This design comes from an exercise in tuning for small area on the open sky130 flow, not from production work. In this exercise RTL edits were held to simulation tests only and were not proved equivalent to the original. Power is estimated from default activity; no workload was simulated.

==> design/flow/design.v <==
`timescale 1ns / 1ps
module nidhogg(
    input wire clk,
    input wire rst,
    input wire BTNL,
    input wire BTNR,
    input wire BTND,
    input wire BTNU,
    input wire BTNC,
    input wire sw,
    input wire PS2Data,
    input wire PS2Clk,
    output wire vs,
    output wire hs,
    output wire [3:0] r,
    output wire [3:0] g,
    output wire [3:0] b,
    output wire [11:0] rom_bg_addr,
    input  wire [11:0] rom_bg_data,
    output wire [11:0] rom_torch_up_addr,
    input  wire [11:0] rom_torch_up_data,
    output wire [11:0] rom_torch_down_addr,
    input  wire [11:0] rom_torch_down_data,
    output wire [11:0] rom_window_up_addr,
    input  wire [11:0] rom_window_up_data,
    output wire [11:0] rom_window_down_addr,
    input  wire [11:0] rom_window_down_data,
    output wire [11:0] rom_pl_head_addr,
    input  wire [11:0] rom_pl_head1_data,
    input  wire [11:0] rom_pl_head2_data,
    output wire [11:0] rom_pl_legs_addr,
    input  wire [11:0] rom_pl_legs1_data,
    input  wire [11:0] rom_pl_legs2_data,
    output wire [9:0]  rom_pl_sword_addr,
    input  wire [11:0] rom_pl_sword_data,
    output wire [11:0] rom_pr_head_addr,
    input  wire [11:0] rom_pr_head1_data,
    input  wire [11:0] rom_pr_head2_data,
    output wire [11:0] rom_pr_legs_addr,
    input  wire [11:0] rom_pr_legs1_data,
    input  wire [11:0] rom_pr_legs2_data,
    output wire [9:0]  rom_pr_sword_addr,
    input  wire [11:0] rom_pr_sword_data,
    output wire [13:0] rom_sign_l_addr,
    input  wire [11:0] rom_sign_l_data,
    output wire [13:0] rom_sign_r_addr,
    input  wire [11:0] rom_sign_r_data,
    output wire [9:0]  rom_crown_r_addr,
    input  wire [11:0] rom_crown_r_data,
    output wire [9:0]  rom_crown_l_addr,
    input  wire [11:0] rom_crown_l_data
);
    function ge16(input [15:0] x, input [15:0] k);
        integer i;
        reg r;
        begin
            r = 1'b1;
            for (i = 0; i < 16; i = i + 1)
                r = k[i] ? (x[i] & r) : (x[i] | r);
            ge16 = r;
        end
    endfunction
    function le16(input [15:0] x, input [15:0] k);
        integer i;
        reg r;
        begin
            r = 1'b1;
            for (i = 0; i < 16; i = i + 1)
                r = k[i] ? (~x[i] | r) : (~x[i] & r);
            le16 = r;
        end
    endfunction
    localparam [11:0] KEY = 12'h198;
    reg [10:0] H;
    reg [9:0]  V;
    wire [10:0] H_inc;
    wire [9:0]  V_inc;
    rinc #(11) u_H (.a(H), .s(H_inc));
    rinc #(10) u_V (.a(V), .s(V_inc));
    always @(posedge clk)
        if (rst) begin
            H <= 0;
            V <= 0;
        end else if (H == 11'd1055) begin
            H <= 0;
            V <= (V == 10'd627) ? 10'd0 : V_inc;
        end else
            H <= H_inc;
    assign hs = (ge16(H, 16'd845)) && (le16(H, 16'd972));
    assign vs = (ge16(H, 16'd845)) ? ((ge16(V, 16'd600)) && (le16(V, 16'd622)))
                               : ((ge16(V, 16'd601)) && (le16(V, 16'd623)));
    wire vis0 = (le16(H, 16'd799)) && (le16(V, 16'd599));
    reg [9:0]  Vp;
    always @(posedge clk)
        if (rst)                Vp <= 0;
        else if (H == 11'd1055) Vp <= V;
    wire h_lt1 = (H == 11'd0);
    wire h_lt2 = (H[10:1] == 10'd0);
    wire h_lt3 = h_lt2 || (H == 11'd2);
    wire h_lt4 = (H[10:2] == 9'd0);
    wire [5:0] vb_ = h_lt1 ? Vp[5:0] : V[5:0];
    wire [9:0] vc_ = h_lt2 ? Vp : V;
    wire [9:0] vd_ = h_lt3 ? Vp : V;
    wire [6:0] ve_ = h_lt4 ? Vp[6:0] : V[6:0];
    wire h_lt5 = h_lt4 || (H == 11'd4);
    wire [6:0] vf_ = h_lt5 ? Vp[6:0] : V[6:0];
    wire first_line = (V == 10'd0) && (Vp == 10'd0);
    wire [6:0] hf_ = h_lt5 ? (first_line ? 7'd0 : H[6:0] + 7'd27) : H[6:0] - 7'd5;
    wire [5:0]  hb_ = h_lt1 ? (first_line ? 6'd0 : 6'd31) : H[5:0] - 6'd1;
    wire [10:0] hc_ = h_lt2 ? (first_line ? 11'd0 : {10'b1000001111, H[0]}) : H - 11'd2;
    reg visb, visc, visd, vise;
    always @(posedge clk) begin
        visb <= vis0;
        visc <= visb;
        vise <= visd;
    end
    always @(posedge clk)
        if (rst) begin
            visd <= 1'b1;
        end else begin
            visd <= visc;
        end
    wire hc0    = (hc_ == 11'd0);
    wire hd_cin = hc0 && visd;         
    wire hd_wrap = hc0 && !visd;       
    reg [11:0] rgb_b;
    always @(posedge clk)
        if (rst || !vis0)      rgb_b <= 12'h000;
        else if (ge16(V, 16'd551))  rgb_b <= 12'h300;
        else if (ge16(V, 16'd521))  rgb_b <= 12'h333;
        else                   rgb_b <= rom_bg_data;
    assign rom_bg_addr = {vb_[5:0], hb_[5:0]};
    reg [4:0] board_out, board, board_d;
    reg pos_reset;
    reg xL_at696_o, xL_gt536_o;       
    reg xR_at40_o, xR_lt200_o;        
    wire scoreR = xR_at40_o && !pos_reset;
    wire scoreL = xL_at696_o && !pos_reset;
    wire [4:0] board_mv;
    radd #(5) u_bmv (.a(board), .b({{4{scoreR}}, 1'b1}), .s(board_mv));
    always @(posedge clk) begin
        board_d <= board;
        board_out <= board_d;
    end
    always @(posedge clk)
        if (rst) begin
            board <= 5'd5;
            pos_reset <= 0;
        end else begin
            pos_reset <= scoreR || scoreL;
            if (scoreR || scoreL)
                board <= board_mv;
        end
    wire [5:0] torch_ay = vc_[5:0] - 6'd36;
    wire [5:0] torch_ax = hc_[5:0] - 6'd10;
    assign rom_torch_up_addr    = {torch_ay, torch_ax};
    assign rom_torch_down_addr  = {torch_ay, torch_ax};
    assign rom_window_up_addr   = {torch_ay, torch_ax};
    assign rom_window_down_addr = {torch_ay, torch_ax};
    wire bo1 = (board_out == 5'd1) || (board_out == 5'd9);
    wire ltorch = bo1 || (board_out == 5'd7);
    wire rtorch = bo1 || (board_out == 5'd3);
    wire x_r  = (ge16(H, 16'd589)) && (le16(H, 16'd652));
    wire x_lt = (ge16(H, 16'd153)) && (le16(H, 16'd216));
    wire x_lw = (ge16(H, 16'd141)) && (le16(H, 16'd204));
    wire y_u  = (ge16(V, 16'd100)) && (le16(V, 16'd163));
    wire y_d  = (ge16(V, 16'd164)) && (le16(V, 16'd227));
    wire in_l = ltorch ? x_lt : x_lw;
    wire use_torch = in_l ? ltorch : rtorch;
    wire in_x = in_l || x_r;
    wire [11:0] d_down = use_torch ? rom_torch_down_data : rom_window_down_data;
    wire [11:0] d_up   = use_torch ? rom_torch_up_data   : rom_window_up_data;
    reg [11:0] rgb_c;
    always @(posedge clk)
        if (rst || !visb)                             rgb_c <= 12'h000;
        else if (in_x && y_d && (d_down != KEY))      rgb_c <= d_down;
        else if (in_x && y_u && (d_up != KEY))        rgb_c <= d_up;
        else                                          rgb_c <= rgb_b;
    wire dead_L, dead_R;           
    wire winL, winR;
    wire deadR_k = dead_R || winR || winL;
    wire deadL_k = dead_L || winL || winR;
    wire kclkf, kdataf;
    debouncer db_clk (
        .clk(clk), .rst(rst), .I(PS2Clk), .O(kclkf));
    debouncer db_data (
        .clk(clk), .rst(rst), .I(PS2Data), .O(kdataf));
    reg kclkf_prev;
    reg [7:0] datacur;
    reg [3:0] cnt;
    wire [3:0] cnt_inc;
    rinc #(4) u_cnt (.a(cnt), .s(cnt_inc));
    reg flag, pflag;
    localparam [2:0] K_OTHER = 3'd0, K_LEFT = 3'd1, K_RIGHT = 3'd2, K_JUMP = 3'd3,
                     K_UP = 3'd4, K_DOWN = 3'd5, K_THROW = 3'd6, K_BRK = 3'd7;
    reg [2:0] kc_lo;
    reg kc_hi_brk;
    reg [2:0] dc_class;
    always @(*)
        case (datacur)
            8'h6B:   dc_class = K_LEFT;
            8'h74:   dc_class = K_RIGHT;
            8'h29:   dc_class = K_JUMP;
            8'h75:   dc_class = K_UP;
            8'h72:   dc_class = K_DOWN;
            8'h5A:   dc_class = K_THROW;
            8'hF0:   dc_class = K_BRK;
            default: dc_class = K_OTHER;
        endcase
    always @(posedge clk)
        if (rst) begin
            kclkf_prev <= 1'b0;
            datacur <= 0;
            cnt <= 0;
            flag <= 1'b0;
            pflag <= 1'b0;
            kc_lo <= K_OTHER;
            kc_hi_brk <= 1'b0;
        end else begin
            kclkf_prev <= kclkf;
            if (kclkf_prev && !kclkf) begin
                if (cnt >= 4'd1 && cnt <= 4'd8) datacur <= {kdataf, datacur[7:1]};
                if (cnt == 4'd9) flag <= 1'b1;
                if (cnt == 4'd10) flag <= 1'b0;
                if (le16(cnt, 16'd9)) cnt <= cnt_inc;
                else if (cnt == 4'd10) cnt <= 0;
            end
            pflag <= flag;
            if (flag && !pflag) begin
                kc_hi_brk <= (kc_lo == K_BRK);
                kc_lo <= dc_class;
            end
        end
    wire kd_ok = (kc_lo != K_BRK) && !kc_hi_brk && !deadR_k;
    wire c_l = (kc_lo == K_LEFT),  c_r = (kc_lo == K_RIGHT), c_j = (kc_lo == K_JUMP);
    wire c_u = (kc_lo == K_UP),    c_d = (kc_lo == K_DOWN),  c_t = (kc_lo == K_THROW);
    reg RP_left_h, RP_right_h, RP_jump_h, RP_throw_h, RP_up_h, RP_down_h, sp_hold;
    wire RP_left  = kd_ok && (c_l || (RP_left_h  && (c_j || c_u || c_d || c_t)));
    wire RP_right = kd_ok && (c_r || (RP_right_h && (c_j || c_u || c_d || c_t)));
    wire RP_jump  = kd_ok && (c_j || (RP_jump_h  && (c_l || c_r || c_u || c_d || c_t)));
    wire RP_throw = kd_ok && (c_t || (RP_throw_h && (c_l || c_r || c_j || c_u || c_d)));
    wire RP_up    = RP_up_h   || (kd_ok && c_u);
    wire RP_down  = RP_down_h || (kd_ok && c_d);
    reg  RP_sp_nxt;                          
    wire RP_sp = kd_ok ? RP_sp_nxt : sp_hold;
    always @(posedge clk)
        if (rst) begin
            RP_left_h <= 0; RP_right_h <= 0; RP_jump_h <= 0; RP_throw_h <= 0;
            RP_up_h <= 0; RP_down_h <= 0; sp_hold <= 0;
        end else begin
            RP_left_h <= RP_left; RP_right_h <= RP_right; RP_jump_h <= RP_jump;
            RP_throw_h <= RP_throw; RP_up_h <= RP_up; RP_down_h <= RP_down;
            sp_hold <= RP_sp;
        end
    localparam [8:0] C0 = 9'h001, C100 = 9'h16f, C200 = 9'h07d, C300 = 9'h0e9, C400 = 9'h1f1;
    reg [11:0] RX_nxt, RX;
    reg [8:0]  RY_nxt, RY;
    reg [9:0]  RP_xs;                        
    reg [8:0]  RP_cnt;
    reg [6:0]  RP_cc;
    reg RP_falling, RP_legs;
    wire RP_S  = (RP_cnt == C400);
    wire RP_Q  = (RP_cnt == C0) || (RP_cnt == C100) || (RP_cnt == C200) || (RP_cnt == C300);
    wire RP_y0 = (RY == 9'd450);
    wire RP_s0 = (RP_xs == 10'd32);
    wire RP_LR = RP_left || RP_right;
    wire [6:0] RP_cc_inc;
    wire [9:0] RP_xs_inc;
    rinc #(7)  u_RP_cc (.a(RP_cc), .s(RP_cc_inc));
    rinc #(10) u_RP_xs (.a(RP_xs), .s(RP_xs_inc));
    wire RP_top = (le16(RY, 16'd250));               
    wire [11:0] RX_mv;
    radd #(12) u_RX_mv (.a(RX), .b({{11{RP_left}}, 1'b1}), .s(RX_mv));
    wire [8:0]  RY_mv;
    radd #(9) u_RY_mv (.a(RY), .b({{8{~(RP_top || RP_falling)}}, 1'b1}), .s(RY_mv));
    always @(posedge clk)
        if (rst) begin
            RX_nxt <= 12'd661; RY_nxt <= 9'd450; RP_xs <= 10'd32;
            RP_cnt <= C0; RP_cc <= 0; RP_falling <= 0; RP_sp_nxt <= 0; RP_legs <= 0;
        end else begin
            if (pos_reset) begin
                RX_nxt <= 12'd661;
                RY_nxt <= 9'd450;
            end else if (RP_S) begin
                RP_cnt <= C0;
                RP_cc <= RP_cc_inc;
                if (RP_y0 && RP_s0) begin
                    if (RP_LR)         RX_nxt <= RX_mv;
                    else if (RP_jump)  begin RY_nxt <= 9'd449; RP_falling <= 0; end
                    else if (RP_throw) RP_xs <= 10'd33;
                    else if (RP_down)  RP_sp_nxt <= 0;
                    else if (RP_up)    RP_sp_nxt <= 1;
                end else if (!RP_y0 && RP_s0) begin
                    RY_nxt <= RY_mv;
                    if (RP_top) RP_falling <= ~RP_falling;
                    if (RP_LR)         RX_nxt <= RX_mv;
                    else if (RP_throw) RP_xs <= 10'd33;
                    else if (RP_down)  RP_sp_nxt <= 0;
                    else if (RP_up)    RP_sp_nxt <= 1;
                end else if (RP_y0) begin
                    if (ge16(RP_xs, 16'd633)) RP_xs <= 10'd32;
                    else if (RP_LR)    RX_nxt <= RX_mv;
                    else if (RP_jump)  begin RY_nxt <= 9'd449; RP_falling <= 0; end
                    else if (RP_down)  RP_sp_nxt <= 0;
                    else if (RP_up)    RP_sp_nxt <= 1;
                end else begin
                    if (ge16(RP_xs, 16'd233)) RP_xs <= 10'd32;
                    else begin
                        RY_nxt <= RY_mv;
                        if (RP_top) RP_falling <= ~RP_falling;
                    end
                    if (RP_LR)         RX_nxt <= RX_mv;
                    else if (RP_down)  RP_sp_nxt <= 0;
                    else if (RP_up)    RP_sp_nxt <= 1;
                end
            end else begin
                RP_cnt <= {RP_cnt[7:0], RP_cnt[8] ^ RP_cnt[4]};
                if (!RP_s0 && RP_Q)
                    RP_xs <= RP_xs_inc;
                else if (RP_LR) begin
                    if (!ge16(RP_cc, 16'd60))       RP_legs <= 1;
                    else if (!ge16(RP_cc, 16'd120)) RP_legs <= 0;
                    else                     RP_cc <= 0;
                end
            end
        end
    reg [11:0] LX_nxt, LX;
    reg [8:0]  LY_nxt, LY;
    reg [9:0]  LP_xs;                        
    reg [8:0]  LP_cnt;
    reg [6:0]  LP_cc;
    reg LP_falling, LP_legs, LP_sp_nxt, LP_sp;
    wire LP_S  = (LP_cnt == C400);
    wire LP_Q  = (LP_cnt == C0) || (LP_cnt == C100) || (LP_cnt == C200) || (LP_cnt == C300);
    wire LP_y0 = (LY == 9'd450);
    wire LP_s0 = (LP_xs == 10'd64);
    wire LP_LR = BTNR || BTNL;
    wire [6:0] LP_cc_inc;
    wire [9:0] LP_xs_inc;
    rinc #(7)  u_LP_cc (.a(LP_cc), .s(LP_cc_inc));
    rinc #(10) u_LP_xs (.a(LP_xs), .s(LP_xs_inc));
    wire LP_top = (le16(LY, 16'd250));
    wire [11:0] LX_mv;
    radd #(12) u_LX_mv (.a(LX), .b({{11{~BTNR}}, 1'b1}), .s(LX_mv));
    wire [8:0]  LY_mv;
    radd #(9) u_LY_mv (.a(LY), .b({{8{~(LP_top || LP_falling)}}, 1'b1}), .s(LY_mv));
    always @(posedge clk)
        if (rst) begin
            LX_nxt <= 12'd75; LY_nxt <= 9'd450; LP_xs <= 10'd64;
            LP_cnt <= C0; LP_cc <= 0; LP_falling <= 0; LP_sp_nxt <= 0; LP_legs <= 0;
        end else begin
            if (pos_reset) begin
                LX_nxt <= 12'd75;
                LY_nxt <= 9'd450;
            end else if (deadL_k) begin
                if (LP_LR)             LX_nxt <= LX;
                else if (BTNC)         LY_nxt <= LY;
                else if (sw)           LP_xs <= 10'd64;
                else if (BTND || BTNU) LP_sp_nxt <= LP_sp;
            end else if (LP_S) begin
                LP_cnt <= C0;
                LP_cc <= LP_cc_inc;
                if (LP_y0 && LP_s0) begin
                    if (LP_LR)     LX_nxt <= LX_mv;
                    else if (BTNC) begin LY_nxt <= 9'd449; LP_falling <= 0; end
                    else if (sw)   LP_xs <= 10'd65;
                    else if (BTND) LP_sp_nxt <= 0;
                    else if (BTNU) LP_sp_nxt <= 1;
                end else if (!LP_y0 && LP_s0) begin
                    LY_nxt <= LY_mv;
                    if (LP_top) LP_falling <= ~LP_falling;
                    if (LP_LR)     LX_nxt <= LX_mv;
                    else if (sw)   LP_xs <= 10'd65;
                    else if (BTND) LP_sp_nxt <= 0;
                    else if (BTNU) LP_sp_nxt <= 1;
                end else if (LP_y0) begin
                    if (ge16(LP_xs, 16'd665)) LP_xs <= 10'd64;
                    else if (LP_LR) LX_nxt <= LX_mv;
                    else if (BTNC) begin LY_nxt <= 9'd449; LP_falling <= 0; end
                    else if (BTND) LP_sp_nxt <= 0;
                    else if (BTNU) LP_sp_nxt <= 1;
                end else begin
                    if (ge16(LP_xs, 16'd665)) LP_xs <= 10'd64;
                    else begin
                        LY_nxt <= LY_mv;
                        if (LP_top) LP_falling <= ~LP_falling;
                    end
                    if (LP_LR)     LX_nxt <= LX_mv;
                    else if (BTND) LP_sp_nxt <= 0;
                    else if (BTNU) LP_sp_nxt <= 1;
                end
            end else begin
                LP_cnt <= {LP_cnt[7:0], LP_cnt[8] ^ LP_cnt[4]};
                if (!LP_s0 && LP_Q)
                    LP_xs <= LP_xs_inc;
                else if (LP_LR) begin
                    if (!ge16(LP_cc, 16'd60))       LP_legs <= 1;
                    else if (!ge16(LP_cc, 16'd120)) LP_legs <= 0;
                    else                     LP_cc <= 0;
                end
            end
        end
    always @(posedge clk) begin
        RX <= RX_nxt;
        RY <= RY_nxt;
        LX <= LX_nxt;
        LY <= LY_nxt;
        LP_sp <= LP_sp_nxt;
    end
    reg [11:0] RX_p, LX_p;
    reg [8:0]  RY_p, LY_p;
    reg [9:0]  RP_xs_p, LP_xs_p;
    reg RP_sp_p, LP_sp_p, RP_legs_p, LP_legs_p;
    always @(posedge clk) begin
        RX_p <= RX;       LX_p <= LX;
        RY_p <= RY;       LY_p <= LY;
        RP_xs_p <= RP_xs; LP_xs_p <= LP_xs;
        RP_sp_p <= RP_sp; LP_sp_p <= LP_sp;
        RP_legs_p <= RP_legs; LP_legs_p <= LP_legs;
    end
    wire [11:0] xposL  = LX_p;
    wire [8:0]  yposL  = LY_p;
    wire [11:0] xswL;
    radd #(12) u_xswL (.a(xposL), .b({2'b0, LP_xs_p}), .s(xswL));
    wire [10:0] dxL;
    rsub #(11) u_dxL (.a(hc_), .b(xposL[10:0]), .d(dxL));
    wire [9:0] dyL;
    rsub #(10) u_dyL (.a(vc_), .b({1'b0, yposL}), .d(dyL));
    wire [10:0] dxsL;
    rsub #(11) u_dxsL (.a(hc_), .b(xswL[10:0]), .d(dxsL));
    wire nearL  = (!ge16(xposL, 16'd1056));
    wire nearsL = (!ge16(xswL, 16'd1056));
    reg cr_clamp, cr_lwrap, cr_fwrap;
    reg [11:0] addrL;
    reg [9:0]  addrLs;
    always @(posedge clk) begin
        cr_clamp <= hd_cin;
        cr_lwrap <= hd_wrap && (vc_ != 10'd0);
        cr_fwrap <= hd_wrap && (vc_ == 10'd0);
        xL_at696_o <= (xposL == 12'd696);
        xL_gt536_o <= (ge16(xposL, 16'd537));
        addrL   <= {dyL[5:0], dxL[5:0]};
        addrLs  <= {dyL[4:0] + (LP_sp_p ? 5'd8 : 5'd9), dxsL[4:0]};
    end
    assign rom_pl_head_addr  = addrL;
    assign rom_pl_legs_addr  = addrL;
    assign rom_pl_sword_addr = addrLs;
    wire inxL   = nearL && (ge16(dxL, 16'd2)) && (le16(dxL, 16'd65));
    wire inyL   = (le16(dyL, 16'd127));
    wire inHL   = inxL && inyL && !dyL[6];
    wire inLL   = inxL && inyL &&  dyL[6];
    wire inSL   = nearsL && (ge16(dxsL, 16'd2)) && (le16(dxsL, 16'd33))
               && (LP_sp_p ? ((ge16(dyL, 16'd24)) && (le16(dyL, 16'd55)))
                                     : ((ge16(dyL, 16'd55)) && (le16(dyL, 16'd86))));
    wire [11:0] headL = LP_sp_p   ? rom_pl_head2_data : rom_pl_head1_data;
    wire [11:0] legsL = LP_legs_p ? rom_pl_legs2_data : rom_pl_legs1_data;
    reg [11:0] rgb_d;
    always @(posedge clk)
        if (rst || !visc)                          rgb_d <= 12'h000;
        else if (inHL && (headL != KEY))           rgb_d <= dead_L ? 12'hf00 : headL;
        else if (inLL && (legsL != KEY))           rgb_d <= dead_L ? 12'hf00 : legsL;
        else if (inSL && (rom_pl_sword_data != KEY)) rgb_d <= dead_L ? 12'hf00 : 12'h000;
        else                                       rgb_d <= rgb_c;
    wire [11:0] xposR  = RX_p;
    wire [8:0]  yposR  = RY_p;
    wire [11:0] xswR;
    rsub #(12) u_xswR (.a(xposR), .b({2'b0, RP_xs_p}), .d(xswR));
    wire [10:0] dxR;
    rsubc #(11) u_dxR (.a(hc_), .b(xposR[10:0]), .cin(hd_cin), .d(dxR));
    wire [9:0] dyR;
    rsub #(10) u_dyR (.a(vd_), .b({1'b0, yposR}), .d(dyR));
    wire [10:0] dxsR;
    rsubc #(11) u_dxsR (.a(hc_), .b(xswR[10:0]), .cin(hd_cin), .d(dxsR));
    wire nearR  = (!ge16(xposR, 16'd1056));
    wire nearsR = (!ge16(xswR, 16'd1056));
    reg [11:0] addrR;
    reg [9:0]  addrRs;
    always @(posedge clk) begin
        addrR   <= {dyR[5:0], dxR[5] ^ hd_wrap, dxR[4:0]};
        addrRs  <= {dyR[4:0] + (RP_sp_p ? 5'd8 : 5'd9), dxsR[4:0]};
    end
    assign rom_pr_head_addr  = addrR;
    assign rom_pr_legs_addr  = addrR;
    assign rom_pr_sword_addr = addrRs;
    wire inxR   = nearR && (ge16(dxR, 16'd2)) && (le16(dxR, 16'd65));
    wire inyR   = (le16(dyR, 16'd127));
    wire inHR   = inxR && inyR && !dyR[6];
    wire inLR   = inxR && inyR &&  dyR[6];
    wire inSR   = nearsR && (ge16(dxsR, 16'd2)) && (le16(dxsR, 16'd33))
               && (RP_sp_p ? ((ge16(dyR, 16'd24)) && (le16(dyR, 16'd55)))
                                     : ((ge16(dyR, 16'd55)) && (le16(dyR, 16'd86))));
    wire [11:0] headR = RP_sp_p   ? rom_pr_head2_data : rom_pr_head1_data;
    wire [11:0] legsR = RP_legs_p ? rom_pr_legs2_data : rom_pr_legs1_data;
    reg [11:0] rgb_e;
    always @(posedge clk)
        if (rst || !visd)                          rgb_e <= 12'h000;
        else if (inHR && (headR != KEY))           rgb_e <= dead_R ? 12'hf00 : headR;
        else if (inLR && (legsR != KEY))           rgb_e <= dead_R ? 12'hf00 : legsR;
        else if (inSR && (rom_pr_sword_data != KEY)) rgb_e <= dead_R ? 12'hf00 : 12'h000;
        else                                       rgb_e <= rgb_d;
    wire crR_x = (ge16(dxR, 16'd18)) && (le16(dxR, 16'd49)) && ((le16(xposR, 16'd1037)) || (ge16(xposR, 16'd4080)));
    wire crR_y = (!dyR[9] && (le16(dyR, 16'd12))) || (dyR[9] && (ge16(dyR, 16'd1005)));
    reg in_cR;
    always @(posedge clk) begin
        in_cR      <= crR_x && crR_y;
        xR_at40_o  <= (xposR == 12'd40);
        xR_lt200_o <= (!ge16(xposR, 16'd200));
    end
    wire [12:0] dA;
    rsub #(13) u_dA (.a({1'b0, xswR}), .b({1'b0, xposL}), .d(dA));
    wire [12:0] dB;
    rsub #(13) u_dB (.a({1'b0, xswL}), .b({1'b0, xposR}), .d(dB));
    wire [9:0] dY;
    rsub #(10) u_dY (.a({1'b0, yposR}), .b({1'b0, yposL}), .d(dY));
    wire dY_n = dY[9];
    wire hitA_y = RP_sp_p ? ((!dY_n && (le16(dY, 16'd103))) || (dY_n && (ge16(dY, 16'd1001))))
                          : ((!dY_n && (le16(dY, 16'd72)))  || (dY_n && (ge16(dY, 16'd970))));
    wire hitB_y = LP_sp_p ? ((!dY_n && (le16(dY, 16'd23)))  || (dY_n && (ge16(dY, 16'd921))))
                          : ((!dY_n && (le16(dY, 16'd54)))  || (dY_n && (ge16(dY, 16'd952))));
    wire dY_eq = (LP_sp_p == RP_sp_p) ? (dY == 10'd0)
               : (LP_sp_p ? (dY == 10'h3e1) : (dY == 10'd31));
    reg hitA, hitB, sw_ne;
    always @(posedge clk) begin
        hitA  <= !dA[12] && (ge16(dA[11:0], 16'd7)) && (le16(dA[11:0], 16'd46)) && hitA_y;
        hitB  <= (ge16(xposR, 16'd18)) && ((!dB[12] && (le16(dB[11:0], 16'd21))) || (dB[12] && (ge16(dB[11:0], 16'd4078))))
                 && hitB_y;
        sw_ne <= !dY_eq;
    end
    reg dead_L_a, dead_R_a;
    wire act_ok = sw_ne && !dead_L_a && !dead_R_a;
    always @(posedge clk)
        if (rst) begin
            dead_L_a <= 0;
            dead_R_a <= 0;
        end else begin
            dead_L_a <= act_ok && hitA;
            dead_R_a <= act_ok && !hitA && hitB;
        end
    dead_timer dt_R (.clk(clk), .reset(rst), .active(dead_R_a), .premature_stop(pos_reset), .death(dead_R));
    dead_timer dt_L (.clk(clk), .reset(rst), .active(dead_L_a), .premature_stop(pos_reset), .death(dead_L));
    reg [9:0]  addr_cR, addr_cL;
    wire [4:0] acL_y = addrL[10:6] + (cr_fwrap ? 5'd6 : (cr_lwrap ? 5'd18 : 5'd19));
    wire [4:0] acL_x = addrL[4:0] + (cr_clamp ? 5'd16 : 5'd15);
    always @(posedge clk) begin
        addr_cR   <= {addrR[10:6] + 5'd19, ~addrR[4], addrR[3:0]};
        addr_cL   <= {acL_y, acL_x};
    end
    wire [13:0] addr_sign = {vf_ - 7'd28, hf_ - 7'd16};
    assign rom_sign_l_addr  = addr_sign;
    assign rom_sign_r_addr  = addr_sign;
    assign rom_crown_r_addr = addr_cR;
    assign rom_crown_l_addr = addr_cL;
    wire crL_x = (ge16(dxL, 16'd19)) && (le16(dxL, 16'd50)) && ((le16(xposL, 16'd1037)) || (ge16(xposL, 16'd4080)));
    wire crL_y = (!dyL[9] && (le16(dyL, 16'd12))) || (dyL[9] && (ge16(dyL, 16'd1005)));
    wire sgn_y_e = (ge16(V, 16'd284)) && (le16(V, 16'd411));
    reg in_cL, sgn_l, sgn_r;
    always @(posedge clk) begin
        in_cL <= crL_x && crL_y;
        sgn_l <= sgn_y_e && (ge16(hc_, 16'd275)) && (le16(hc_, 16'd402));
        sgn_r <= sgn_y_e && (ge16(hc_, 16'd403)) && (le16(hc_, 16'd530));
    end
    wire sgn   = sgn_l || sgn_r;
    wire [11:0] sgn_d = sgn_l ? rom_sign_l_data : rom_sign_r_data;
    wire condR = (board_out == 5'd1) && xR_lt200_o;
    wire condL = (board_out == 5'd9) && xL_gt536_o;
    reg winL_hold, winR_hold;
    assign winR = winR_hold || (vise && condR);
    assign winL = winL_hold || (vise && condL);
    always @(posedge clk)
        if (rst) begin
            winL_hold <= 0;
            winR_hold <= 0;
        end else begin
            winL_hold <= winL;
            winR_hold <= winR;
        end
    reg [11:0] rgb_f;
    always @(posedge clk)
        if (rst || !vise)                                rgb_f <= 12'h000;
        else if (condR) begin
            if (in_cR && (rom_crown_r_data != KEY))      rgb_f <= rom_crown_r_data;
            else if (sgn && (sgn_d == 12'hB0F))          rgb_f <= 12'hCF0;
            else if (sgn && (sgn_d == 12'h305))          rgb_f <= 12'h774;
            else                                         rgb_f <= rgb_e;
        end else if (condL) begin
            if (in_cL && (rom_crown_l_data != KEY))      rgb_f <= rom_crown_l_data;
            else if (sgn && (sgn_d != KEY))              rgb_f <= sgn_d;
            else                                         rgb_f <= rgb_e;
        end else                                         rgb_f <= rgb_e;
    assign {r, g, b} = rgb_f;
endmodule
module debouncer(
    input clk,
    input rst,
    input I,
    output reg O
    );
    reg [4:0] count;
    reg Iv;
    always@(posedge clk)
        if (rst) begin
            count <= 5'h01;
            Iv <= 1'b0;
            O <= 1'b0;
        end else if (I == Iv) begin
            if (count == 5'h06)
                O <= I;
            else
                count <= {count[3:0], count[4] ^ count[2]};
        end else begin
            count <= 5'h01;
            Iv <= I;
        end
endmodule
module dead_timer(
    input wire clk,
    input wire reset,
    input wire active,
    input wire premature_stop,
    output wire death
    );
    reg [15:0] counter;
    assign death = (counter != 16'h0001);
    wire running = death && (counter != 16'hb10e) && (counter != 16'h621d);
    always @(posedge clk)
        if (reset || premature_stop || !(active || running))
            counter <= 16'h0001;
        else
            counter <= {counter[14:0], counter[15] ^ counter[13] ^ counter[12] ^ counter[10]};
endmodule
module rsub #(parameter W = 8) (
    input  wire [W-1:0] a,
    input  wire [W-1:0] b,
    output wire [W-1:0] d
    );
    wire [W:0] c;
    assign c[0] = 1'b1;
    genvar i;
    generate
        for (i = 0; i < W; i = i + 1) begin : bitn
            wire nb = ~b[i];
            assign d[i]   = a[i] ^ nb ^ c[i];
            assign c[i+1] = (a[i] & nb) | (a[i] & c[i]) | (nb & c[i]);
        end
    endgenerate
endmodule
module radd #(parameter W = 8) (
    input  wire [W-1:0] a,
    input  wire [W-1:0] b,
    output wire [W-1:0] s
    );
    wire [W:0] c;
    assign c[0] = 1'b0;
    genvar i;
    generate
        for (i = 0; i < W; i = i + 1) begin : bitn
            assign s[i]   = a[i] ^ b[i] ^ c[i];
            assign c[i+1] = (a[i] & b[i]) | (a[i] & c[i]) | (b[i] & c[i]);
        end
    endgenerate
endmodule
module rinc #(parameter W = 8) (
    input  wire [W-1:0] a,
    output wire [W-1:0] s
    );
    wire [W:0] c;
    assign c[0] = 1'b1;
    genvar i;
    generate
        for (i = 0; i < W; i = i + 1) begin : bitn
            assign s[i]   = a[i] ^ c[i];
            assign c[i+1] = a[i] & c[i];
        end
    endgenerate
endmodule
module rsubc #(parameter W = 8) (
    input  wire [W-1:0] a,
    input  wire [W-1:0] b,
    input  wire         cin,
    output wire [W-1:0] d
    );
    wire [W:0] c;
    assign c[0] = cin;
    genvar i;
    generate
        for (i = 0; i < W; i = i + 1) begin : bitn
            wire nb = ~b[i];
            assign d[i]   = a[i] ^ nb ^ c[i];
            assign c[i+1] = (a[i] & nb) | (a[i] & c[i]) | (nb & c[i]);
        end
    endgenerate
endmodule
==> design/flow/flow/run.sh <==
#!/bin/bash
# Standard layout (bash standard.sh), with two changes:
#  - the port buffers are the smallest buffer (sky130_fd_sc_hd__buf_1) instead
#    of the one buffer_ports picks by default; every input and output port
#    still gets its own buffer;
#  - clock tree synthesis uses clkbuf_8 buffers, sink clusters of up to 22
#    flip-flops within 45 um, and no dummy loads.
export BUFFER_PORTS_ARGS="-buffer_cell sky130_fd_sc_hd__buf_1"
export CTS_ARGS="-sink_clustering_enable -repair_clock_nets -dont_use_dummy_load -buf_list sky130_fd_sc_hd__clkbuf_8 -sink_clustering_size 22 -sink_clustering_max_diameter 45"
bash standard.sh > standard.log 2>&1
==> design/flow/standard.sh <==
#!/bin/bash
# synth_recipe.tcl (not shown) runs the flow's synth.tcl, then flattens the netlist and writes it again
# the make line also repeats each setting of config.mk as NAME=value (left out here)
make -C /OpenROAD-flow-scripts/flow DESIGN_CONFIG=/design/flow/config.mk WORK_HOME=/design/flow/orfs CLKGATE_MAP_FILE= SYNTH_SCRIPT=/design/flow/synth_recipe.tcl "${@:-finish}"
==> design/flow/config.mk <==
export PLATFORM = sky130hd
export DESIGN_NAME = nidhogg
export DESIGN_NICKNAME = nidhogg
export VERILOG_FILES = /design/flow/design.v
export SDC_FILE = /design/flow/constraint.sdc
export NUM_CORES = 4
export LEC_CHECK = 0
export CAP_MARGIN = 20
export CORE_MARGIN = 2
export CORE_UTILIZATION = 65
export SLEW_MARGIN = 20
==> design/flow/constraint.sdc <==
create_clock -name core_clock -period 25.0 [get_ports {clk}]
set_input_delay 5.0000 -clock core_clock [delete_from_list [all_inputs] [get_ports {clk}]]
set_output_delay 5.0000 -clock core_clock [all_outputs]
set_load 0.01 [all_outputs]
==> flow_summary.yaml, run 1 <==
outcome:
  status: "timing/DRC/antenna clean"
sta:
  final-setup-viol-count: 0
  slew_headroom_pct: 27.9
  rsz0062_at_grt: "no"
  worst_clock_skew_ns: 0.0777
  max_freq_mhz: 103
  layout_min_cycle_time_ns: 9.72
  worstMarginPinSlew_ns: 1.08
  hold_viol: 0
  hold_slack_ns: 0.321
  finalCritPeriodShare_pct: 38.9
  slew_violations: 0
  fin_setup_tns_ns: 0
critical_path:
  start_kind: "flop"
  cp.arrival_ns: 4.72
  cp_slowest_stage_delay_ns: 0.76
  worstPathCellList: "inv_1, ha_1, nor3b_2, nand3_1, nor4_4, a21oi_1, inv_1, ha_1, o21ai_0, xnor2_1, buf_1"
  crit_type: "flop to primary output"
  r2r-start: "H[2]"
  reg2reg_slack_ns: 15.70
  rr_worst_depth: 28
  cp_slowest_cell: "nor4_4"
  required_ns: 20.00
  path_max_fanout: 13
  worst_setup_path_end_kind: "primary output"
  path_delay_family: "simple AND/OR/NAND/NOR gates"
  crit_buf_inv: 3
  reg2reg_to: "rgb_e[9]"
synth:
  synthDistinctLibCells: 100
  syn_nets: 3244
  synthArstFlopShare_pct: 0
  yosysSeqAreaShare_pct: 36.5
  netlist_instances: 2777
  ys_ff_latch: 474
  syn_avg_cell_area_um2: 9.36
  ys.flop_type: "dfxtp_1"
  synth_warnings: 3
  synth_edf_count: 0
  synth_area_um2: 26000
grt:
  grt_pass1_wl_mm: 118
  grt_max_degree: 97
  track_usage_pct: 36.2
  gr-total-overflow: 0
  grt_pass1_vias: 21376
  antenna_found_initial: 4
power:
  vdd.ir_drop.worst_mv: 0.0516
  leakagePower_nw: 11.1
  p_total_mw: 1.71
  power_density_nw_per_um2: 60.8
cts:
  cts_tree: "done"
  cts-buffers-inserted: 48
  clockBufferDepth: 3
  clock_latency_ns: 0.68
  ctsHoldBuffers: 0
  clock-sinks: 474
  ctsHtreeMaxLevel: 2
  post_cts_buffers: 0
  cts-root-buf: "clkbuf_8"
  ctsResizeCount: 0
  cts.clk_slew.worst_paths_ns: 0.11
worst_hold_path:
  min_path_type: "flop to flop"
  min_from: "RY_nxt[0]"
  hold_depth: 0
  holdPathEnd: "RY[0]"
drt:
  drt_wl_total_mm: 77.6
  ant_nets: 0
  first_iter_violations: 1987
  drc: 0
  via_count: 22369
  wl_per_cell_um: 21.5
  avgViaCountPerCell: 6.19
  dr.pass1.iters: 6
floorplan:
  core_um2: 39600
  num_io_pins: 428
  die_w_um: 204
  start_util_pct: 65.6
  rows: 73
  die_area_um2: 41600
  dieHeight_um: 204
placement:
  hpwl_mm: 61.7
  io_buffers: 427
  gp_congestion: 0.994
cells_and_area:
  register_area_um2: 9490
  syn2layout_area_growth_pct: 8.01
  drive_gt1_share_pct: 5.83
  final_cell_mix: "dfxtp_1, buf_1, nand2_1"
  multi_input_area_um2: 14800
  layout_commonest_cell: "dfxtp_1"
  nFillCells: 3103
  fin_nets: 3554
  reg_top3: "dt_L.counter: 16 flops, dt_R.counter: 16 flops"
run:
  maxCapViolations: 0
[cell families after synthesis]
| family | share of synthesized area, % |
|---|---|
| compound gates | 14.5 |
| xor+xnor | 2.49 |
| fa+ha+maj | 15.1 |
| buf+inv | 6.75 |
| flops | 36.5 |
| mux | 5.85 |
| simple gates | 18.8 |
[per-layer routing]
| layer | GRT usage (%) | wire, um | up-vias |
|---|---|---|---|
| met1 | 46.8 | 31400 | 10834 |
| li1 | - | - | 10318 |
| met3 | 6.36 | 5790 | 177 |
| met2 | 60.4 | 37500 | 1038 |
| met4 | 14.5 | 2980 | 2 |
| met5 | 0 | 13 | - |
[through the flow]
step / instances / area (um^2) / setup WS (ns) / util, %
CTS: 3610 / 28100 / 15.33 / 70.8
detailed placement: 3562 / 27400 / 15.12 / 69.1
global placement: 3562 / 27400 / 15.23 / 69.1
global route: 3612 / 28100 / 14.88 / 70.8
finish: 3616 / 28100 / 15.28 / 70.9
floorplan: 2777 / 26000 / 15.71 / -
[how the worst max path moves through the flow]
stage          startpoint                       to  slack (ns)  depth (start not counted)
2_1_floorplan        BTNR               LX_nxt[11]       15.71                         16
3_3_place_gp         BTNR               LX_nxt[11]       15.23                         18
3_5_place_dp         BTNR               LX_nxt[11]       15.12                         18
4_1_cts              H[2]  rom_window_down_addr[5]       15.33                         11
5_1_grt              H[2]  rom_window_down_addr[5]       14.88                         11
6_report             H[2]  rom_window_down_addr[5]       15.28                         11
[area by class of cell]
cell class                      instances  area share (%)
Antenna cell                            6          0.0535
Clock buffer                           48            2.35
Inverter                              206            2.75
Multi-Input combinational cell       1916            52.6
Sequential cell                       474            33.8
Tap cell                              525            2.34
Timing Repair Buffer                  441            6.09
[where the power goes]
part | leakage [nW] | switching [mW] | internal [mW] | total, mW
Combinational | 6.89 | 0.276 | 0.166 | 0.442
Sequential | 3.84 | 0.0404 | 0.804 | 0.844
Clock | 0.345 | 0.249 | 0.170 | 0.420
[Yosys cell counts, types with 13 or more instances]
cell type | number | share of area [%]
fa_1 | 140 | 11
dfxtp_1 | 474 | 36
a22oi_1 | 26 | 0.75
mux2i_1 | 80 | 3.1
a21o_1 | 17 | 0.49
o21ai_0 | 90 | 1.7
nor3_1 | 72 | 1.4
nand2_1 | 221 | 3.2
xnor2_1 | 43 | 1.4
nand4_1 | 33 | 0.79
clkbuf_1 | 89 | 1.3
nand3_1 | 79 | 1.5
nor2b_1 | 29 | 0.70
o21a_1 | 24 | 0.69
nor4b_1 | 30 | 1.0
buf_4 | 77 | 2.2
or3_1 | 14 | 0.34
a211oi_1 | 32 | 0.92
a31oi_1 | 16 | 0.38
o22ai_1 | 13 | 0.31
and4_1 | 13 | 0.44
nor4_1 | 26 | 0.63
mux2_2 | 59 | 2.6
xor2_1 | 31 | 1.0
inv_1 | 204 | 2.9
a21oi_1 | 163 | 3.1
nor3b_1 | 15 | 0.43
ha_1 | 89 | 4.3
o211ai_1 | 35 | 1.0
nor2_1 | 168 | 2.4
nand2b_1 | 41 | 0.99
and2_1 | 65 | 1.6
and3_1 | 27 | 0.65
[worst reg2reg max path: cells and delay by family (launching register included)]
family	cells	cell delay, ns
buf+inv	3	0.33
flops	1	0.41
fa+ha+maj	11	4.14
simple gates	9	2.41
compound gates	5	1.94
==> run 2, diff against run 1 <==
--- a/design/flow/design.v
+++ b/design/flow/design.v
@@ -432,7 +432,8 @@
     wire nearsL = (!ge16(xswL, 16'd1056));
     reg cr_clamp, cr_lwrap, cr_fwrap;
     reg [11:0] addrL;
-    reg [9:0]  addrLs;
+    reg [4:0]  addrLs;               
+    reg        spL_d;
     always @(posedge clk) begin
         cr_clamp <= hd_cin;
         cr_lwrap <= hd_wrap && (vc_ != 10'd0);
@@ -440,11 +441,12 @@
         xL_at696_o <= (xposL == 12'd696);
         xL_gt536_o <= (ge16(xposL, 16'd537));
         addrL   <= {dyL[5:0], dxL[5:0]};
-        addrLs  <= {dyL[4:0] + (LP_sp_p ? 5'd8 : 5'd9), dxsL[4:0]};
+        addrLs  <= dxsL[4:0];
+        spL_d   <= LP_sp_p;
     end
     assign rom_pl_head_addr  = addrL;
     assign rom_pl_legs_addr  = addrL;
-    assign rom_pl_sword_addr = addrLs;
+    assign rom_pl_sword_addr = {addrL[10:6] + (spL_d ? 5'd8 : 5'd9), addrLs};
     wire inxL   = nearL && (ge16(dxL, 16'd2)) && (le16(dxL, 16'd65));
     wire inyL   = (le16(dyL, 16'd127));
     wire inHL   = inxL && inyL && !dyL[6];
@@ -474,14 +476,16 @@
     wire nearR  = (!ge16(xposR, 16'd1056));
     wire nearsR = (!ge16(xswR, 16'd1056));
     reg [11:0] addrR;
-    reg [9:0]  addrRs;
+    reg [4:0]  addrRs;               
+    reg        spR_d;
     always @(posedge clk) begin
         addrR   <= {dyR[5:0], dxR[5] ^ hd_wrap, dxR[4:0]};
-        addrRs  <= {dyR[4:0] + (RP_sp_p ? 5'd8 : 5'd9), dxsR[4:0]};
+        addrRs  <= dxsR[4:0];
+        spR_d   <= RP_sp_p;
     end
     assign rom_pr_head_addr  = addrR;
     assign rom_pr_legs_addr  = addrR;
-    assign rom_pr_sword_addr = addrRs;
+    assign rom_pr_sword_addr = {addrR[10:6] + (spR_d ? 5'd8 : 5'd9), addrRs};
     wire inxR   = nearR && (ge16(dxR, 16'd2)) && (le16(dxR, 16'd65));
     wire inyR   = (le16(dyR, 16'd127));
     wire inHR   = inxR && inyR && !dyR[6];
@@ -552,13 +556,13 @@
     assign rom_crown_l_addr = addr_cL;
     wire crL_x = (ge16(dxL, 16'd19)) && (le16(dxL, 16'd50)) && ((le16(xposL, 16'd1037)) || (ge16(xposL, 16'd4080)));
     wire crL_y = (!dyL[9] && (le16(dyL, 16'd12))) || (dyL[9] && (ge16(dyL, 16'd1005)));
-    wire sgn_y_e = (ge16(V, 16'd284)) && (le16(V, 16'd411));
-    reg in_cL, sgn_l, sgn_r;
+    reg in_cL;
     always @(posedge clk) begin
         in_cL <= crL_x && crL_y;
-        sgn_l <= sgn_y_e && (ge16(hc_, 16'd275)) && (le16(hc_, 16'd402));
-        sgn_r <= sgn_y_e && (ge16(hc_, 16'd403)) && (le16(hc_, 16'd530));
     end
+    wire sgn_y = (ge16(V, 16'd284)) && (le16(V, 16'd411));
+    wire sgn_l = sgn_y && (ge16(H, 16'd278)) && (le16(H, 16'd405));
+    wire sgn_r = sgn_y && (ge16(H, 16'd406)) && (le16(H, 16'd533));
     wire sgn   = sgn_l || sgn_r;
     wire [11:0] sgn_d = sgn_l ? rom_sign_l_data : rom_sign_r_data;
     wire condR = (board_out == 5'd1) && xR_lt200_o;
==> design/flow/flow/run.sh (replaced) <==
#!/bin/bash
# Standard layout (bash standard.sh), with two changes:
#  - the port buffers are the smallest buffer (sky130_fd_sc_hd__buf_1) instead
#    of the one buffer_ports picks by default; every input and output port
#    still gets its own buffer;
#  - clock tree synthesis uses clkbuf_4 buffers, sink clusters of up to 10
#    flip-flops within 40 um, and no dummy loads.
export BUFFER_PORTS_ARGS="-buffer_cell sky130_fd_sc_hd__buf_1"
export CTS_ARGS="-sink_clustering_enable -repair_clock_nets -dont_use_dummy_load -buf_list sky130_fd_sc_hd__clkbuf_4 -sink_clustering_size 10 -sink_clustering_max_diameter 40"
bash standard.sh > standard.log 2>&1
==> run 2 against run 1 <==
  * Sequential share of layout area fell by 0.62 points
  * Combinational power fell by 28%
  * Synthesized area rose by 0.21%
  * Largest cell class unchanged
  * First-iteration DRC count rose by 10%
  * Total power fell by 13%
  * Worst setup slack improved by 0.17 ns
  * Critical path type is now flop to flop
  * Clock skew rose by 0.073 ns
  * Highest routed layer is now met4
  * Sequential power fell by 4.5%
==> flow_summary.yaml, run 2 <==
synth:
  synth_edf_count: 0
  syn_avg_cell_area_um2: 9.15
  synth_common_cells: "dfxtp_1, nand2_1, nor2_1, inv_1, a21oi_1"
  synthDistinctLibCells: 87
  syn_nets: 3316
  synth_area_um2: 26100
  ys.flop_type: "dfxtp_1"
  yosysTopAreaCell: "dfxtp_1"
  ys_ff_latch: 464
  synth.area.top_cells: "dfxtp_1, fa_1, ha_1, mux2i_1, nand2_1"
  netlist_instances: 2849
  synth.most_common_cell: "dfxtp_1"
  yosysSeqAreaShare_pct: 35.6
  synth_warnings: 3
  synthArstFlopShare_pct: 0
  synth_top_area_share_pct: 35.6
grt:
  grt_pass1_wl_mm: 116
  grt_pass1_vias: 21614
  antenna_found_initial: 2
  track_usage_pct: 35.3
  gr-total-overflow: 0
  grt_max_degree: 82
power:
  clockPowerShare_pct: 24.7
  p_sw_mw: 0.470
  vdd.ir_drop.worst_mv: 0.0594
  power.internal_mw: 1.02
  pwr-share-seq_pct: 54.0
  power_frac_comb_pct: 21.3
  leakagePower_nw: 11.0
  p_sw_share_pct: 31.5
  power_density_nw_per_um2: 53.2
cts:
  clock_latency_ns: 0.81
  clockBufferDepth: 3
  cts.clk_slew.worst_paths_ns: 0.11
  cts-buffers-inserted: 69
  clock-sinks: 464
  post_cts_buffers: 0
  ctsHoldBuffers: 0
  ctsResizeCount: 0
  cts_tree: "done"
  cts-root-buf: "clkbuf_4"
  ctsHtreeMaxLevel: 3
sta:
  worst_clock_skew_ns: 0.151
  fin_setup_tns_ns: 0
  hold_viol: 0
  finalCritPeriodShare_pct: 38.2
  layout_min_cycle_time_ns: 9.55
  final-setup-viol-count: 0
  slew_violations: 0
  rsz0062_at_grt: "no"
  setup_ws_ns: 15.45
  worstMarginPinSlew_ns: 1.11
  slew_headroom_pct: 25.5
  max_freq_mhz: 105
drt:
  drc: 0
  ant_nets: 0
  via_count: 22876
  wl_per_cell_um: 20.5
  avgViaCountPerCell: 6.19
  dr.pass1.iters: 6
  first_iter_violations: 2191
  drt_wl_total_mm: 75.9
floorplan:
  die_w_um: 204
  start_util_pct: 65.7
  dieHeight_um: 204
  die_area_um2: 41700
  core_um2: 39600
  rows: 73
  num_io_pins: 428
critical_path:
  cp_slowest_stage_delay_ns: 0.60
  required_ns: 25.62
  rr_worst_depth: 24
  crit_type: "flop to flop"
  cp_slowest_cell: "or4_1"
  path_max_fanout: 18
  worstPathCellList: "nor3_1, and4_1, nand3_1, o21ai_0, nand3_1, a211oi_1, and2_1, inv_1, fa_1, fa_1, fa_1, fa_1, fa_1, fa_1, fa_1, fa_1, fa_1, fa_1, nand3_1, or4_1, a211oi_1, and4_1, nand2_1, o211ai_1"
  crit_top_cell: "fa_1"
  cp.arrival_ns: 10.17
  start_kind: "flop"
  worst_setup_path_end_kind: "flop"
cells_and_area:
  syn2layout_area_growth_pct: 7.49
  reg_top3: "dt_L.counter: 16 flops, dt_R.counter: 16 flops"
  drive_gt1_share_pct: 6.09
  fin_nets: 3639
  final_cell_mix: "dfxtp_1, buf_1, nand2_1"
  nFillCells: 3174
  layout_commonest_cell: "dfxtp_1"
worst_hold_path:
  hold_depth: 0
  min_path_type: "flop to flop"
outcome:
  status: "timing/DRC/antenna clean"
run:
  maxCapViolations: 0
placement:
  gp_congestion: 0.983
  hpwl_mm: 59.4
  pre_cts_slack_ns: 15.19
  io_buffers: 427
run 2: cell count changes after synthesis, sizes merged, moves of 9 or more:
| cell | previous run | this run |
|---|---|---|
| mux2i | 81 | 94 |
| nand3 | 79 | 97 |
| dfxtp | 474 | 464 |
| nand2b | 41 | 23 |
| nor3 | 77 | 91 |
| a22oi | 26 | 14 |
| nor2 | 168 | 202 |
| o2111ai | 4 | 13 |
| o21ai | 93 | 108 |
run 2: worst paths after layout:
kind	startpoint	endpoint	slack, ns
worst max-delay path	H[5]	rgb_e[5]	15.45
worst min-delay path	addrR[0]	addr_cR[0]	0.30
worst max register to register	H[5]	rgb_e[5]	15.45
worst min register to register	addrR[0]	addr_cR[0]	0.30
run 2: area by class of cell:
type | count | area [um^2] | area share [%]
Timing Repair Buffer | 445 | 1750 | 6.25
Antenna cell | 2 | 5.00 | 0.0179
Sequential cell | 464 | 9290 | 33.2
Multi-Input combinational cell | 1991 | 15000 | 53.7
Tap cell | 525 | 657 | 2.35
Inverter | 201 | 754 | 2.69
Clock buffer | 69 | 518 | 1.85
run 2: metal layers:
layer	track usage, %	wire length, um
met2	58.7	36200
met3	6.11	5510
met4	13.1	2730
met5	0	0
met1	46.2	31500
run 2: critical path, delay by kind of cell (launching register included):
| family | cells | cell delay (ns) |
|---|---|---|
| AOI/OAI and AO/OA | 4 | 1.34 |
| and+or+nand+nor | 9 | 3.31 |
| adders and majority gates | 10 | 4.12 |
| buffers and inverters | 1 | 0.08 |
| DFF | 1 | 0.56 |
run 2: power by group through the flow:
| stage | logic (mW) | registers, mW | clock network (mW) |
|---|---|---|---|
| floorplan | 0.211 | 0.821 | 0 |
| global placement | 0.298 | 0.820 | 0 |
| detailed placement | 0.311 | 0.822 | 0 |
| CTS | 0.313 | 0.805 | 0.376 |
| global route | 0.347 | 0.809 | 0.406 |
| finish | 0.317 | 0.806 | 0.368 |
run 2: kinds of logic after synthesis:
kind of cell,Yosys count,synth area share (%)
AOI/OAI and AO/OA,543,13.7
xor gates and xnor gates,69,2.32
adders and majority gates,229,15.0
buffers and inverters,394,6.81
DFF,464,35.6
muxes,153,6.16
and+or+nand+nor,997,20.3
run 2: through the flow:
step | area, um^2 | instances | utilization [%] | power [mW] | hold WS (ns)
2_1_floorplan | 26100 | 2849 | - | 1.03 | 0.310
5_1_grt | 28000 | 3697 | 70.7 | 1.56 | 0.296
4_1_cts | 28000 | 3694 | 70.6 | 1.49 | 0.289
3_3_place_gp | 27500 | 3625 | 69.3 | 1.12 | 0.312
3_5_place_dp | 27500 | 3625 | 69.3 | 1.13 | 0.315
6_report | 28000 | 3697 | 70.7 | 1.49 | 0.303
==> run 3, diff against run 2 <==
--- a/design/flow/design.v
+++ b/design/flow/design.v
@@ -341,7 +341,7 @@
     rinc #(10) u_LP_xs (.a(LP_xs), .s(LP_xs_inc));
     wire LP_top = (le16(LY, 16'd250));
     wire [11:0] LX_mv;
-    radd #(12) u_LX_mv (.a(LX), .b({{11{~BTNR}}, 1'b1}), .s(LX_mv));
+    raddc #(12) u_LX_mv (.a(LX), .b({12{~BTNR && !deadL_k}}), .cin(BTNR && !deadL_k), .s(LX_mv));
     wire [8:0]  LY_mv;
     radd #(9) u_LY_mv (.a(LY), .b({{8{~(LP_top || LP_falling)}}, 1'b1}), .s(LY_mv));
     always @(posedge clk)
@@ -353,7 +353,7 @@
                 LX_nxt <= 12'd75;
                 LY_nxt <= 9'd450;
             end else if (deadL_k) begin
-                if (LP_LR)             LX_nxt <= LX;
+                if (LP_LR)             LX_nxt <= LX_mv;
                 else if (BTNC)         LY_nxt <= LY;
                 else if (sw)           LP_xs <= 10'd64;
                 else if (BTND || BTNU) LP_sp_nxt <= LP_sp;
@@ -449,18 +449,17 @@
     assign rom_pl_sword_addr = {addrL[10:6] + (spL_d ? 5'd8 : 5'd9), addrLs};
     wire inxL   = nearL && (ge16(dxL, 16'd2)) && (le16(dxL, 16'd65));
     wire inyL   = (le16(dyL, 16'd127));
-    wire inHL   = inxL && inyL && !dyL[6];
-    wire inLL   = inxL && inyL &&  dyL[6];
+    wire inBL   = inxL && inyL;            
     wire inSL   = nearsL && (ge16(dxsL, 16'd2)) && (le16(dxsL, 16'd33))
                && (LP_sp_p ? ((ge16(dyL, 16'd24)) && (le16(dyL, 16'd55)))
                                      : ((ge16(dyL, 16'd55)) && (le16(dyL, 16'd86))));
     wire [11:0] headL = LP_sp_p   ? rom_pl_head2_data : rom_pl_head1_data;
+    wire [11:0] bodyL = dyL[6] ? legsL : headL;
     wire [11:0] legsL = LP_legs_p ? rom_pl_legs2_data : rom_pl_legs1_data;
     reg [11:0] rgb_d;
     always @(posedge clk)
         if (rst || !visc)                          rgb_d <= 12'h000;
-        else if (inHL && (headL != KEY))           rgb_d <= dead_L ? 12'hf00 : headL;
-        else if (inLL && (legsL != KEY))           rgb_d <= dead_L ? 12'hf00 : legsL;
+        else if (inBL && (bodyL != KEY))           rgb_d <= dead_L ? 12'hf00 : bodyL;
         else if (inSL && (rom_pl_sword_data != KEY)) rgb_d <= dead_L ? 12'hf00 : 12'h000;
         else                                       rgb_d <= rgb_c;
     wire [11:0] xposR  = RX_p;
@@ -488,18 +487,17 @@
     assign rom_pr_sword_addr = {addrR[10:6] + (spR_d ? 5'd8 : 5'd9), addrRs};
     wire inxR   = nearR && (ge16(dxR, 16'd2)) && (le16(dxR, 16'd65));
     wire inyR   = (le16(dyR, 16'd127));
-    wire inHR   = inxR && inyR && !dyR[6];
-    wire inLR   = inxR && inyR &&  dyR[6];
+    wire inBR   = inxR && inyR;            
     wire inSR   = nearsR && (ge16(dxsR, 16'd2)) && (le16(dxsR, 16'd33))
                && (RP_sp_p ? ((ge16(dyR, 16'd24)) && (le16(dyR, 16'd55)))
                                      : ((ge16(dyR, 16'd55)) && (le16(dyR, 16'd86))));
     wire [11:0] headR = RP_sp_p   ? rom_pr_head2_data : rom_pr_head1_data;
+    wire [11:0] bodyR = dyR[6] ? legsR : headR;
     wire [11:0] legsR = RP_legs_p ? rom_pr_legs2_data : rom_pr_legs1_data;
     reg [11:0] rgb_e;
     always @(posedge clk)
         if (rst || !visd)                          rgb_e <= 12'h000;
-        else if (inHR && (headR != KEY))           rgb_e <= dead_R ? 12'hf00 : headR;
-        else if (inLR && (legsR != KEY))           rgb_e <= dead_R ? 12'hf00 : legsR;
+        else if (inBR && (bodyR != KEY))           rgb_e <= dead_R ? 12'hf00 : bodyR;
         else if (inSR && (rom_pr_sword_data != KEY)) rgb_e <= dead_R ? 12'hf00 : 12'h000;
         else                                       rgb_e <= rgb_d;
     wire crR_x = (ge16(dxR, 16'd18)) && (le16(dxR, 16'd49)) && ((le16(xposR, 16'd1037)) || (ge16(xposR, 16'd4080)));
@@ -694,3 +692,19 @@
         end
     endgenerate
 endmodule
+module raddc #(parameter W = 8) (
+    input  wire [W-1:0] a,
+    input  wire [W-1:0] b,
+    input  wire         cin,
+    output wire [W-1:0] s
+    );
+    wire [W:0] c;
+    assign c[0] = cin;
+    genvar i;
+    generate
+        for (i = 0; i < W; i = i + 1) begin : bitn
+            assign s[i]   = a[i] ^ b[i] ^ c[i];
+            assign c[i+1] = (a[i] & b[i]) | (a[i] & c[i]) | (b[i] & c[i]);
+        end
+    endgenerate
+endmodule
--- a/design/flow/config.mk
+++ b/design/flow/config.mk
@@ -7,5 +7,5 @@
 export LEC_CHECK = 0
 export CAP_MARGIN = 20
 export CORE_MARGIN = 2
-export CORE_UTILIZATION = 65
+export CORE_UTILIZATION = 55
 export SLEW_MARGIN = 20
==> run 3 against run 2 <==
  * Clock skew decreased by 0.053 ns
  * Hold slack got worse by 0.0026 ns
  * Sequential share of layout area increased by 0.54 points
  * Clock-buffer cell count increased by 4
  * Clock power increased by 4%
  * Synthesized cell count decreased by 4.8%
  * Register-to-register slack improved by 0.69 ns
  * Total power increased by 20%
  * Synthesized area decreased by 2.3%
  * Design area decreased by 1.6%
  * Via count decreased by 5.5%
  * Utilization decreased by 10 points
  * Highest routed layer is now met5
==> flow_summary.yaml, run 3 <==
synth:
  synth_xor_area_share_pct: 2.58
  yosysSeqAreaShare_pct: 36.5
  synth.most_common_cell: "dfxtp_1"
  synth_area_um2: 25500
  syn_avg_cell_area_um2: 9.39
  yosysTopAreaCell: "dfxtp_1"
  ys.flop_type: "dfxtp_1"
  synthMuxAreaShare_pct: 5.02
  synthArstFlopShare_pct: 0
  yosys.area_share.simple_pct: 19.3
  synth_top_family_by_area: "simple AND/OR/NAND/NOR gates"
  synth_top_area_share_pct: 36.5
  netlist_instances: 2711
  synth.area.top_cells: "dfxtp_1, fa_1, ha_1, mux2i_1, inv_1"
  syn_nets: 3179
  synth_warnings: 3
  synthDistinctLibCells: 100
  synth_edf_count: 0
  synth_common_cells: "dfxtp_1, inv_1, nand2_1, nor2_1, a21oi_1"
  synth-compound-area-share_pct: 14.3
  synth-adder-area-share_pct: 15.5
  ys_ff_latch: 464
sta:
  finalCritPeriodShare_pct: 37.9
  final-setup-viol-count: 0
  hold_viol: 0
  max_freq_mhz: 105
  fin_setup_tns_ns: 0
  rsz0062_at_grt: "no"
  worstMarginPinSlew_ns: 1.02
  slew_violations: 0
  worst_clock_skew_ns: 0.0980
  slew_headroom_pct: 31.8
  layout_min_cycle_time_ns: 9.49
power:
  p_total_mw: 1.80
  vdd.ir_drop.worst_mv: 0.0540
  power_density_nw_per_um2: 65.2
  leakagePower_nw: 11.0
drt:
  first_iter_violations: 1757
  via_count: 21610
  dr.pass1.iters: 5
  ant_nets: 0
  drc: 0
  avgViaCountPerCell: 5.90
  wl_per_cell_um: 21.5
  drt_wl_total_mm: 78.9
cts:
  cts-buffers-inserted: 73
  clock_latency_ns: 0.85
  post_cts_buffers: 0
  ctsHtreeMaxLevel: 3
  cts.clk_slew.worst_paths_ns: 0.09
  cts-root-buf: "clkbuf_4"
  cts_tree: "done"
  ctsResizeCount: 0
  clockBufferDepth: 3
  clock-sinks: 464
  ctsHoldBuffers: 0
floorplan:
  die_area_um2: 48000
  rows: 78
  die_w_um: 219
  dieHeight_um: 219
  start_util_pct: 55.9
  num_io_pins: 428
  core_um2: 45600
cells_and_area:
  final_cell_mix: "dfxtp_1, buf_1, inv_1"
  fin_nets: 3521
  drive_gt1_share_pct: 5.38
  syn2layout_area_growth_pct: 8.24
  final_core_util_pct: 60.5
  reg_top3: "dt_L.counter: 16 flops, dt_R.counter: 16 flops"
  layout_commonest_cell: "dfxtp_1"
critical_path:
  crit_buf_inv: 4
  crit_top_cell: "fa_1"
  rr_worst_depth: 25
  crit_start: "BTNR"
  cp_slowest_cell: "fa_1"
  path_depth: 20
  cp.arrival_ns: 10.20
  start_kind: "primary input"
  worst_setup_path_end_kind: "flop"
  required_ns: 25.72
  crit_type: "primary input to flop"
  path_delay_family: "adder cells"
  path_max_fanout: 12
  worstPathCellList: "buf_1, nor2_1, buf_4, inv_1, fa_1, inv_1, fa_1, fa_1, fa_1, fa_1, fa_1, fa_1, fa_1, fa_1, fa_1, fa_1, xnor2_1, xnor2_1, mux2i_1, nor2_1"
  r2r-start: "H[2]"
  cp_slowest_stage_delay_ns: 0.40
placement:
  hpwl_mm: 62.5
  gp_congestion: 0.956
  io_buffers: 427
grt:
  antenna_found_initial: 12
  grt_pass1_wl_mm: 118
  gr-total-overflow: 0
  grt_max_degree: 66
  grt_pass1_vias: 20822
  track_usage_pct: 32.2
outcome:
  status: "timing/DRC/antenna clean"
worst_hold_path:
  min_from: "RY_nxt[4]"
  min_path_type: "flop to flop"
  hold_depth: 0
run:
  maxCapViolations: 0
-- run 3: routing by layer --
| layer | GRT usage (%) | vias up | part of all wire (%) |
|---|---|---|---|
| met2 | 54.4 | 826 | 48 |
| li1 | - | 10173 | - |
| met5 | 0 | - | 0.015 |
| met1 | 40.9 | 10445 | 42 |
| met3 | 5.63 | 164 | 6.3 |
| met4 | 12.8 | 2 | 3.7 |
-- run 3: logic make-up after synthesis --
| logic type | Yosys count |
|---|---|
| mux | 125 |
| compound gates | 531 |
| buf+inv | 379 |
| simple gates | 907 |
| flops | 464 |
| xor+xnor | 75 |
| fa+ha+maj | 230 |
-- run 3: worst register-to-register path: cells and delay by family (launching register included) --
kind | cells | cell delay (ns)
buffers and inverters | 2 | 0.27
adder cells (fa/ha/maj) | 11 | 4.25
AO/OA/AOI/OAI | 3 | 1.60
multiplexers | 1 | 0.59
XOR/XNOR | 2 | 0.47
flip-flops | 1 | 0.41
AND/OR/NAND/NOR | 6 | 1.20
-- run 3: final cells by class --
type,count,area [um^2]
sequential,464,9290
inverter,197,739
tap,600,751
antenna,11,27.5
fill,4085,18000
multi-input combinational,1868,14400
timing repair buffer,449,1770
clock buffer,73,548
-- run 3: worst paths after layout --
kind | to | slack [ns]
min reg2reg | RY[4] | 0.30
max | LX_nxt[11] | 15.51
min | RY[4] | 0.30
max reg2reg | rgb_e[1] | 16.14
-- run 3: per-stage QoR --
step	setup WS [ns]	instances	hold WS [ns]	cell area, um^2
after floorplan	15.04	2711	0.310	25500
after global placement	14.72	3578	0.311	27000
after detailed placement	14.73	3578	0.312	27000
after CTS	15.62	3651	0.305	27500
after global routing	15.33	3661	0.316	27600
final	15.51	3662	0.300	27600
-- run 3: report_power, final --
part | total (mW) | leakage [nW] | internal, mW | switching [mW]
Clock | 0.381 | 0.336 | 0.134 | 0.247
Combinational | 0.570 | 6.89 | 0.217 | 0.353
Sequential | 0.845 | 3.76 | 0.798 | 0.0471
Total | 1.80 | 11.0 | 1.15 | 0.647

what the ideal ports hide:
The results above use ideal ports. As a check the final layouts listed here were re-extracted and re-timed, cells and wires unchanged.
Step 1: set_driving_cell puts a clkbuf_16 on clk and a buf_2 on each other input, an assumption about the parent block.
Step 2 also shifts input and output timing later by t, the mid clock arrival at the registers, as if the neighbouring blocks saw the same clock.
Slacks: ideal / step 1 / step 2; pairs: ideal / step 1.
run | shift t [ns] | slack for setup (ns) | worst hold slack (ns) | pins driven straight from the clock port
run 1 | 0.693 | 15.281 / 15.226 / 15.082 | 0.321 / 0.321 / 0.321 | 1
run 2 | 0.788 | 15.454 / 15.452 / 15.250 | 0.303 / 0.303 / 0.303 | 1
run 3 | 0.855 | 15.513 / 15.543 / 14.688 | 0.300 / 0.300 / 0.300 | 1
After both steps setup and hold are still met in every run listed. For run 3, which loses most, drivers alone change the setup slack by +0.030 ns; drivers and shift together by -0.825 ns.
